What follows belongs to an exercise in optimizing a design on an open flow for small area; a production flow would make more cautious choices. The RTL was checked by simulation tests, not by an equivalence proof against the original design. Power and IR drop assume default switching activity.

==> flow/design.v <==
`timescale 1ns / 1ps
module button(
    input clk,
    input rst,
    input debounce_clk,
    input button,
    output reg pressed
    );
	reg [1:0] step;
	always @(posedge clk) begin
		if (rst) begin
			step <= 2'b0;
			pressed <= 0;
		end
		else begin
			if (debounce_clk) begin
				step <= {button, step[1]};
			end
			pressed <= step[1] & ~step[0] & debounce_clk;
		end
	end
endmodule
`timescale 1ns / 1ps
module switch(
    input clk,
    input rst,
    input debounce_clk,
    input switch,
    output reg state
    );
	reg [1:0] step;
	always @(posedge clk) begin
		if(rst) begin
			step <= 2'b0;
			state <= 0;
		end
		else begin
		if(debounce_clk) begin
			step <= {switch, step[1]};
		end
		if(step[1] && !step[0] && debounce_clk) begin
			state <= 1;
		end
		else if(!step[1] && step[0] && debounce_clk) begin
			state <= 0;
		end
		end
	end
endmodule
`timescale 1ns / 1ps
module debouncer(
    input clk,
    input rst,
    input debounce_clk,
    input increase_button,
    input decrease_button,
    input [7:0] sw,
    output increase,
    output decrease,
    output [7:0] color
    );
	 button inc(clk, rst, debounce_clk, increase_button, increase);
	 button dec(clk, rst, debounce_clk, decrease_button, decrease);
	 genvar i;
	 generate
	 for(i = 0; i < 8; i = i + 1) begin : switch_instantiation
		switch s(clk, rst, debounce_clk, sw[i], color[7-i]);
	 end
	 endgenerate
endmodule
`timescale 1ns / 1ps
module clock(
    input clk,
    input rst,
    output reg divided_clk
    );
	 parameter DIVIDER = 0;
	 reg [31:0] counter;
	always @(posedge clk) begin
		if(rst) begin
			counter <= 32'b0;
			divided_clk <= 0;
		end
		else if(counter + 32'b1 == DIVIDER) begin
			counter <= 32'b0;
			divided_clk <= 1;
		end
		else begin
			counter <= counter + 32'b1;
			divided_clk <= 0;
		end
	end
endmodule
`timescale 1ns / 1ps
module spi(
    input clk,
    input rst,
    input divided_clk,
    input miso,
    output reg ss,
    output reg mosi,
    output reg sck,
	 output reg valid,
	 output reg [39:0] data
    );
	 localparam IDLE = 3'd0;
	 localparam START = 3'd1;
	 localparam BYTE = 3'd2;
	 localparam STOP = 3'd3;
	 localparam END = 3'd4;
	 reg [2:0] state;
	 reg [2:0] byte_counter;
	 reg [4:0] counter;
	 always @(posedge clk) begin
		if(rst) begin
			ss <= 1;
			mosi <= 1;
			sck <= 0;
			valid <= 0;
			state <= IDLE;
			byte_counter <= 0;
			counter <= 0;
		end
		else if(divided_clk) begin
			case(state)
				IDLE: begin
					ss <= 0;
					sck <= 0;
					state <= START;
				end
				START: begin
					if(counter == 5'd30) begin
						state <= BYTE;
						counter <= 0;
					end
					else begin
						counter <= counter + 5'd1;
					end
				end
				BYTE: begin
					if(sck) begin
						sck <= 0;
						data <= {data[38:0], miso};
						if(counter == 5'd7) begin
							counter <= 0;
							state <= STOP;
						end
						else begin
							counter <= counter + 5'd1;
						end
					end
					else begin
						sck <= 1;
					end
				end
				STOP: begin
					if(counter == 5'd20) begin
						counter <= 0;
						if(byte_counter == 3'd4) begin
							state <= END;
							byte_counter <= 0;
							valid <= 1;
						end
						else begin
							byte_counter <= byte_counter + 3'd1;
							state <= BYTE;
						end
					end
					else begin
						counter <= counter + 5'd1;
					end
				end
				END: begin
					ss <= 1;
					state <= IDLE;
					valid <= 0;
				end
				default: begin
				end
			endcase
		end
	 end
endmodule
`timescale 1ns / 1ps
module joystick(
    input clk,
    input rst,
	 input valid,
	 input [39:0] data,
    output reg [4:0] x,
    output reg [4:0] y,
    output reg button
    );
	 parameter MAX_X = 16'd65535;
	 parameter MAX_Y = 16'd65535;
	 parameter SCREEN_WIDTH = MAX_X;
	 parameter SCREEN_HEIGHT = MAX_Y;
	 parameter SCALING_FACTOR = 0;
	 reg [9:0] x_reading;
	 reg [9:0] y_reading;
	 reg [2:0] buttons;
	 reg [9:0] v_x;
	 reg [9:0] v_y;
	 reg x_sign;
	 reg y_sign;
	 reg [17:0] internal_x;
	 reg [17:0] internal_y;
	 always @* begin
		x_reading = {data[25:24], data[39:32]};
		y_reading = {data[9:8], data[23:16]};
		buttons = data[2:0];
		v_x = (x_reading >= 10'd512) ? (x_reading - 10'd512) / 10'd128 : (10'd511 - x_reading) / 10'd128;
		v_y = (y_reading >= 10'd512) ? (y_reading - 10'd512) / 10'd128 : (10'd511 - y_reading) / 10'd128;
		x_sign = x_reading < 10'd512;
		y_sign = y_reading < 10'd512;
	 end
	 always @(posedge clk) begin
		if(rst) begin
			button <= 0;
			internal_x <= 0;
			internal_y <= 0;
			x <= 0;
			y <= 0;
		end
		else if(valid) begin
			button <= buttons[1];
			if(x_sign) begin
				internal_x <= (internal_x >= v_x) ? internal_x - v_x : 11'd0;
			end
			else begin
				internal_x <= (internal_x <= MAX_X - v_x - 4*SCALING_FACTOR) ? internal_x + v_x : MAX_X;
			end
			if(!y_sign) begin
				internal_y <= (internal_y >= v_y) ? internal_y - v_y : 11'd0;
			end
			else begin
				internal_y <= (internal_y <= MAX_Y - v_y - 4*SCALING_FACTOR) ? internal_y + v_y : MAX_Y;
			end
		end
		else begin
			x <= internal_x / (MAX_X / SCREEN_WIDTH);
			y <= internal_y / (MAX_X / SCREEN_HEIGHT);
		end
	 end
endmodule
`timescale 1ns / 1ps
module vga(
    input clk,  
    input rst,
	 input divided_clk,
	 input [2399:0] image,
    output hsync,
    output vsync,
    output reg [2:0] red,
    output reg [2:0] green,
    output reg [1:0] blue
    );
parameter hpixels = 800; 
parameter vlines = 521;  
parameter hpulse = 96; 	 
parameter vpulse = 2; 	 
parameter hbp = 144; 	 
parameter hfp = 784; 	 
parameter vbp = 31; 		 
parameter vfp = 511; 	 
localparam SCREEN_WIDTH = 20;
localparam SCALING_FACTOR = 640 / SCREEN_WIDTH;
reg [9:0] hc;
reg [9:0] vc;
always @(posedge clk)
begin
	if(rst) begin
		hc <= 0;
		vc <= 0;
	end
	else if(divided_clk) begin
		if (hc < hpixels - 1)
			hc <= hc + 10'd1;
		else
		begin
			hc <= 0;
			if (vc < vlines - 1)
				vc <= vc + 10'd1;
			else
				vc <= 0;
		end
	end
end
assign hsync = (hc < hpulse) ? 1'b0:1'b1;
assign vsync = (vc < vpulse) ? 1'b0:1'b1;
reg [7:0] pixel;
always @(*)
begin
	pixel = 8'd0;
	if (vc >= vbp && vc < vfp)
	begin
		if (hc >= hbp && hc < hfp)
		begin
			pixel = image[8*((vc-vbp)/SCALING_FACTOR*SCREEN_WIDTH+(hc-hbp)/SCALING_FACTOR)+:8];
			red = pixel[2:0];
			green = pixel[5:3];
			blue = pixel[7:6];
		end
		else
		begin
			red = 0;
			green = 0;
			blue = 0;
		end
	end
	else
	begin
		red = 0;
		green = 0;
		blue = 0;
	end
end
endmodule
`timescale 1ns / 1ps
module radius(
    input clk,
    input rst,
    input increase,
    input decrease,
    output reg [4:0] radius
    );
	 parameter MAX_RADIUS = 10;
	 always @(posedge clk) begin
		if(rst) begin
			radius <= 0;
		end
		else if(increase && !decrease && radius < MAX_RADIUS) begin
			radius <= radius + 4'd1;
		end
		else if(decrease && !increase && radius > 0) begin
			radius <= radius - 4'd1;
		end
	 end
endmodule
`timescale 1ns / 1ps
module image(
    clk,
    rst,
    draw,
    draw_image,
	 image
    );
localparam SCREEN_WIDTH = 20;
localparam SCREEN_HEIGHT = 15;
localparam SCREEN_SIZE = SCREEN_WIDTH * SCREEN_HEIGHT;
	 parameter WIDTH = SCREEN_SIZE*8;
	 input clk;
	 input rst;
	 input draw;
	 input [WIDTH-1:0] draw_image;
    output reg [WIDTH-1:0] image;
	 always @(posedge clk) begin
		if(rst) begin
			image <= 0;
		end
		else if(draw) begin
			image <= draw_image;
		end
	 end
endmodule
`timescale 1ns / 1ps
module draw(
		image,
		x,
		y,
		radius,
		color,
		output_image
    );
	 parameter WIDTH = 40;
	 parameter HEIGHT = 30;
    input [WIDTH*HEIGHT*8-1:0] image;
    input [4:0] x;
    input [4:0] y;
    input [4:0] radius;
	 input [7:0] color;
    output reg [WIDTH*HEIGHT*8-1:0] output_image;
	 reg [4:0] i;
	 reg [4:0] j;
	 reg [4:0] x_dist;
	 reg [4:0] y_dist;
	 always @* begin
		for(i = 0; i < HEIGHT; i = i + 1) begin
			for(j = 0; j < WIDTH; j = j + 1) begin
				x_dist = (x > j) ? x - j : j - x;
				y_dist = (y > i) ? y - i : i - y;
				if(x_dist <= radius && y_dist <= radius) begin
					output_image[(i*WIDTH+j)*8+:8] = color;
				end
				else begin
					output_image[(i*WIDTH+j)*8+:8] = image[(i*WIDTH+j)*8+:8];
				end
			end
		end
	 end
endmodule
`timescale 1ns / 1ps
module extra_sketchy(
    input clk,
	 input rst,
	 input [7:0] sw,
	 input btnL,
	 input btnR,
	 input MISO,
	 output SS,
	 output MOSI,
	 output SCK,
	 output Hsync,
	 output Vsync,
	 output [2:0] vgaRed,
	 output [2:0] vgaGreen,
	 output [1:0] vgaBlue
    );
localparam SCREEN_WIDTH = 20;
localparam SCREEN_HEIGHT = 15;
localparam SCREEN_SIZE = SCREEN_WIDTH * SCREEN_HEIGHT;
localparam SCALING_FACTOR = 640 / SCREEN_WIDTH;
localparam MAX_X = 1920;
localparam MAX_Y = 1080;
	 wire [39:0] data;
	 wire [4:0] x;
	 wire [4:0] y;
	 wire debounce_clk;
	 wire pixel_clk;
	 wire spi_clk;
	 wire increase;
	 wire decrease;
	 wire [7:0] color;
	 wire [4:0] radius;
	 wire [SCREEN_SIZE*8-1:0] screen;
	 wire left_button;
	 wire valid;
	 wire [SCREEN_SIZE*8-1:0] draw_image;
	clock #(32'd256) divider(clk, rst, debounce_clk);
	clock #(32'd4) vga_divider(clk, rst, pixel_clk);
	clock #(32'd4) spi_divider(clk, rst, spi_clk);
	debouncer debounce(clk, rst, debounce_clk, btnL, btnR, sw, increase, decrease, color);
	spi spi_controller(clk, rst, spi_clk, MISO, SS, MOSI, SCK, valid, data);
	joystick #(18'd1023, 18'd1023, SCREEN_WIDTH, SCREEN_HEIGHT, SCALING_FACTOR) jstk(clk, rst, valid, data, x, y, left_button);
	vga vga_controller(clk, rst, pixel_clk, draw_image, Hsync, Vsync, vgaRed, vgaGreen, vgaBlue);
	radius #(10) radius_controller(clk, rst, increase, decrease, radius);
	image #(SCREEN_SIZE*8) memory(clk, rst, left_button, draw_image, screen);
	draw #(SCREEN_WIDTH, SCREEN_HEIGHT) drawer(screen, x, y, radius, color, draw_image);
endmodule
==> flow/run.sh <==
#!/bin/bash
# synth_recipe.tcl (not shown) runs the flow's synth.tcl, then flattens the netlist and writes it again
# the make line also repeats each setting of config.mk as NAME=value (left out here)
make -C /OpenROAD-flow-scripts/flow DESIGN_CONFIG=/design/flow/config.mk WORK_HOME=/design/flow/orfs CLKGATE_MAP_FILE= SYNTH_SCRIPT=/design/flow/synth_recipe.tcl finish
==> flow/config.mk <==
export PLATFORM = sky130hd
export DESIGN_NAME = extra_sketchy
export DESIGN_NICKNAME = extra_sketchy
export VERILOG_FILES = /design/flow/design.v
export SDC_FILE = /design/flow/constraint.sdc
export NUM_CORES = 8
export LEC_CHECK = 0
export CAP_MARGIN = 20
export CORE_MARGIN = 2
export CORE_UTILIZATION = 30
export SLEW_MARGIN = 20
==> flow/constraint.sdc <==
create_clock -name core_clock -period 12.0 [get_ports {clk}]
set_input_delay 2.4000 -clock core_clock [delete_from_list [all_inputs] [get_ports {clk}]]
set_output_delay 2.4000 -clock core_clock [all_outputs]
set_load 0.01 [all_outputs]
==> run notes <==
top sig layer met5; wire per inst roughly 24 um; Yosys warning total 10; initial antenna violation count 37; Util after Layout 33.9%; share of cells above drive strength 1 under 10%; cell family with most CP delay compound AO/OA/AOI/OAI gates; Antenna Nets Post-Route 0; Rows about 250; Cells after Synth 17253; CTS tree done; routability congestion estimate approximately 0.95; CP Data Required Time between 9 and 10 ns; final worst-path cycle share approximately 100%; Die Ht around 670 um; met3 wire len about 66000 um; main combinational cell family by area after synthesis compound AO/OA/AOI/OAI gates; kind of critical path flip-flop to output pin; Horiz. Die Dim roughly 670 um; Synth top area share about two fifths; P per Cell Area 123 nW/um^2; vias 134467; Synth Area in Simple Gates around a fifth; DRT met1 WL 213000 um; GRT Total Usage between 20% and 30%; post-DR vias/cell 5.90; vias in the first global route approximately 120k; adder-cell share of the synthesized area 2.25%; sequential fraction of the synthesis area between 30% and 40%; clk_skew between 0.09 and 0.1 ns; Setup WS post-layout ~0.14 ns; CTS Hold Bufs 0; full die area ~450000 um^2; hpwl dp around 340000 um; clock sink total roughly 2700; Synth Area in XOR/XNOR between 1.5 and 2%; Least-Margin Pin Slew about 1.3 ns; Buf/Inv on CP 5; Slowest Stage Delay on Critical Path 0.66 ns; ys async rst share 0%; Setup Viol. Count Final 0; Startpoint Class flip-flop; CTS root buffer clkbuf_16; crit-path max FO 16; clock transition at the registers of the reported paths roughly 0.06 ns; Slew Limit Headroom between 10% and 20%; Post-Syn Area between 100000 and 150000 um^2; Min Hold Slack ~0.41 ns; cts bufs inserted roughly 290; final hold vios 0; Max Fclk 84.3 MHz; core box area approximately 450000 um^2; Final nets between 15000 and 20000; total iterations of the first detailed-routing run 17; Max Buffers Root-to-Sink 4; setup slack at placement about 0.74 ns; critical path endpoint category output pin; drt drc 0; EDFF count, synth 40; outcome complete, no violations; maxcap violations 0; Final Max Tran Viols 0; WP data arrival about 9.5 ns; RSZ-0062 raised after global routing false; top-count cell post-synth nand2_1; IO buf count 24; area leader, netlist dfxtp_1; total gr overflow 0; H-tree depth 5; Primary FF master, synth dfxtp_1; drt initial violations roughly 23000; Met2 Wirelength approximately 230000 um; Peak VDD IR between 0.00009 and 0.0001 V; Detailed Route WL approximately 550000 um; post-synthesis mux area share 6.12%; largest net degree at the start of global routing around 220; Placed Cells between 20000 and 25000; Clk Latency, worst-skew pair around 1 ns; post-synth cell types between 100 and 150; P&R area growth vs syn 12.3%; Worst path slowest cell clkdlybuf4s50_1; post-synthesis compound-gate area fraction 24.7%; Syn Area/Cell 7.78 um^2; crit path time final 11.86 ns; final setup TNS 0 ns; first-pass GRT wire length approximately 810000 um; top cells by area, synth dfxtp_1 39%, nand2_1 14%, a21oi_1 10%; synthesized net count about 17000; worst hold path type flip-flop to flip-flop; IO Pins 26; #FFs+latches synth 2655; post-route insts no fill 22773; Starting Density a little under a third; most common library cells after synthesis 5133 x nand2_1, 2760 x a21oi_1, 2615 x dfxtp_1; leak pwr 45.9 nW
final timing paths:
kind                                                          end  cells past startpoint                              start  slack [ns]
worst max-delay path                                    vgaRed[1]                     26             jstk.x[3]$_SDFFE_PP0N_        0.14
worst min-delay path            spi_controller.data[11]$_DFFE_PP_                      0  spi_controller.data[10]$_DFFE_PP_        0.41
worst max register to register             jstk.x[0]$_SDFFE_PP0N_                     36   jstk.internal_x[17]$_SDFFE_PP0P_        0.89
worst min register to register  spi_controller.data[11]$_DFFE_PP_                      0  spi_controller.data[10]$_DFFE_PP_        0.41
registers in the layout (all words and copies together), names as in the netlist, 2 cells and up:
signal / cells
debounce.switch_instantiation.s.step: 16
radius_controller.radius: 5
spi_controller.state: 3
debounce.dec.step: 2
debounce.inc.step: 2
debounce.switch_instantiation.s.state: 8
jstk.internal_x: 18
vga_controller.vc: 10
spi_controller.byte_counter: 3
spi_controller.counter: 5
memory.image: 2400
divider.counter: 32
jstk.y: 5
vga_controller.hc: 10
spi_divider.counter: 32
jstk.internal_y: 18
spi_controller.data: 40
vga_divider.counter: 32
jstk.x: 5
worst reg2reg max path, delay by kind of cell, from the launching register on:
family                   cells  cell delay (ns)
AND/OR/NAND/NOR              9             2.28
adder cells (fa/ha/maj)      1             0.31
XOR/XNOR                     2             0.92
multiplexers                 4             1.72
flip-flops                   1             0.78
AO/OA/AOI/OAI               20             5.02
report_power, final:
group / switching [mW] / leakage, nW / internal, mW / total [mW]
logic: 0.157 / 19.6 / 0.0205 / 0.177
clock network: 3.98 / 4.90 / 5.60 / 9.58
registers: 0.00412 / 21.4 / 8.83 / 8.84
final cells by class:
class	instances	area [um^2]
Inverter	165	624
Antenna cell	24	60.1
Fill cell	46132	295000
Timing Repair Buffer	306	2940
Sequential cell	2655	53600
Multi-Input combinational cell	13175	76200
Tap cell	5928	7420
Clock buffer	408	8440
Clock inverter	112	1550
per-layer routing:
layer	track usage, %	vias up
met3	5.69	1587
met2	34.2	8224
met1	29.7	63732
li1	-	60888
met4	14.1	36
met5	0	-
stage by stage:
stage | total power, mW | area [um^2]
finish | 18.6 | 151000
global route | 19.0 | 151000
CTS | 18.7 | 151000
detailed placement | 9.21 | 141000
global placement | 9.21 | 141000
floorplan | 9.16 | 134000
logic make-up (layout without fill, tap and decap cells):
family | count (synthesis) | after routing
AO/OA/AOI/OAI | 5072 | 5072
XOR/XNOR | 252 | 252
adder cells (fa/ha/maj) | 239 | 239
buffers and inverters | 1423 | 991
flip-flops | 2655 | 2655
multiplexers | 475 | 475
other | 1 | 25
AND/OR/NAND/NOR | 7136 | 7136
placed cells by master (no fill, tap or decap), drive strengths merged, types with 213 or more instances in the layout:
cell type / count
nand2: 5134
o21a: 213
a21oi: 2764
nand3: 330
a222oi: 919
o21ai: 339
clkbuf: 408
mux4: 272
buf: 283
ha: 225
nor2: 1074
dfxtp: 2615
what timing repair did:
item,CTS,global route
setup endpoints to repair,1,6
endpoints found under the hold margin,0,0
setup buffers,0,0
resized for setup,1,4
gates cloned,0,0

-- port drivers added, routing unchanged --
The results above use ideal ports. As a check the final layout listed here was re-extracted and re-timed, cells and wires unchanged.
Step 1 assumes that a clkbuf_16 drives the clock port and a buf_2 every other input.
Step 2 adds t to the input delays and takes it off the output delays; t is the mean of the earliest and latest rising clock arrival at the registers after step 1. Input paths then give back, and output paths get back, about the clock's delay inside the block.
Slacks: ideal / step 1 / step 2; pairs: ideal / step 1.
t (ns): 1.042
slack for setup (ns): 0.144 / 0.034 / 0.890
pins driven straight from the clock port: 1
After both steps setup and hold are still met in this run. For this run, drivers alone change the setup slack by -0.110 ns; drivers and shift together by +0.746 ns.
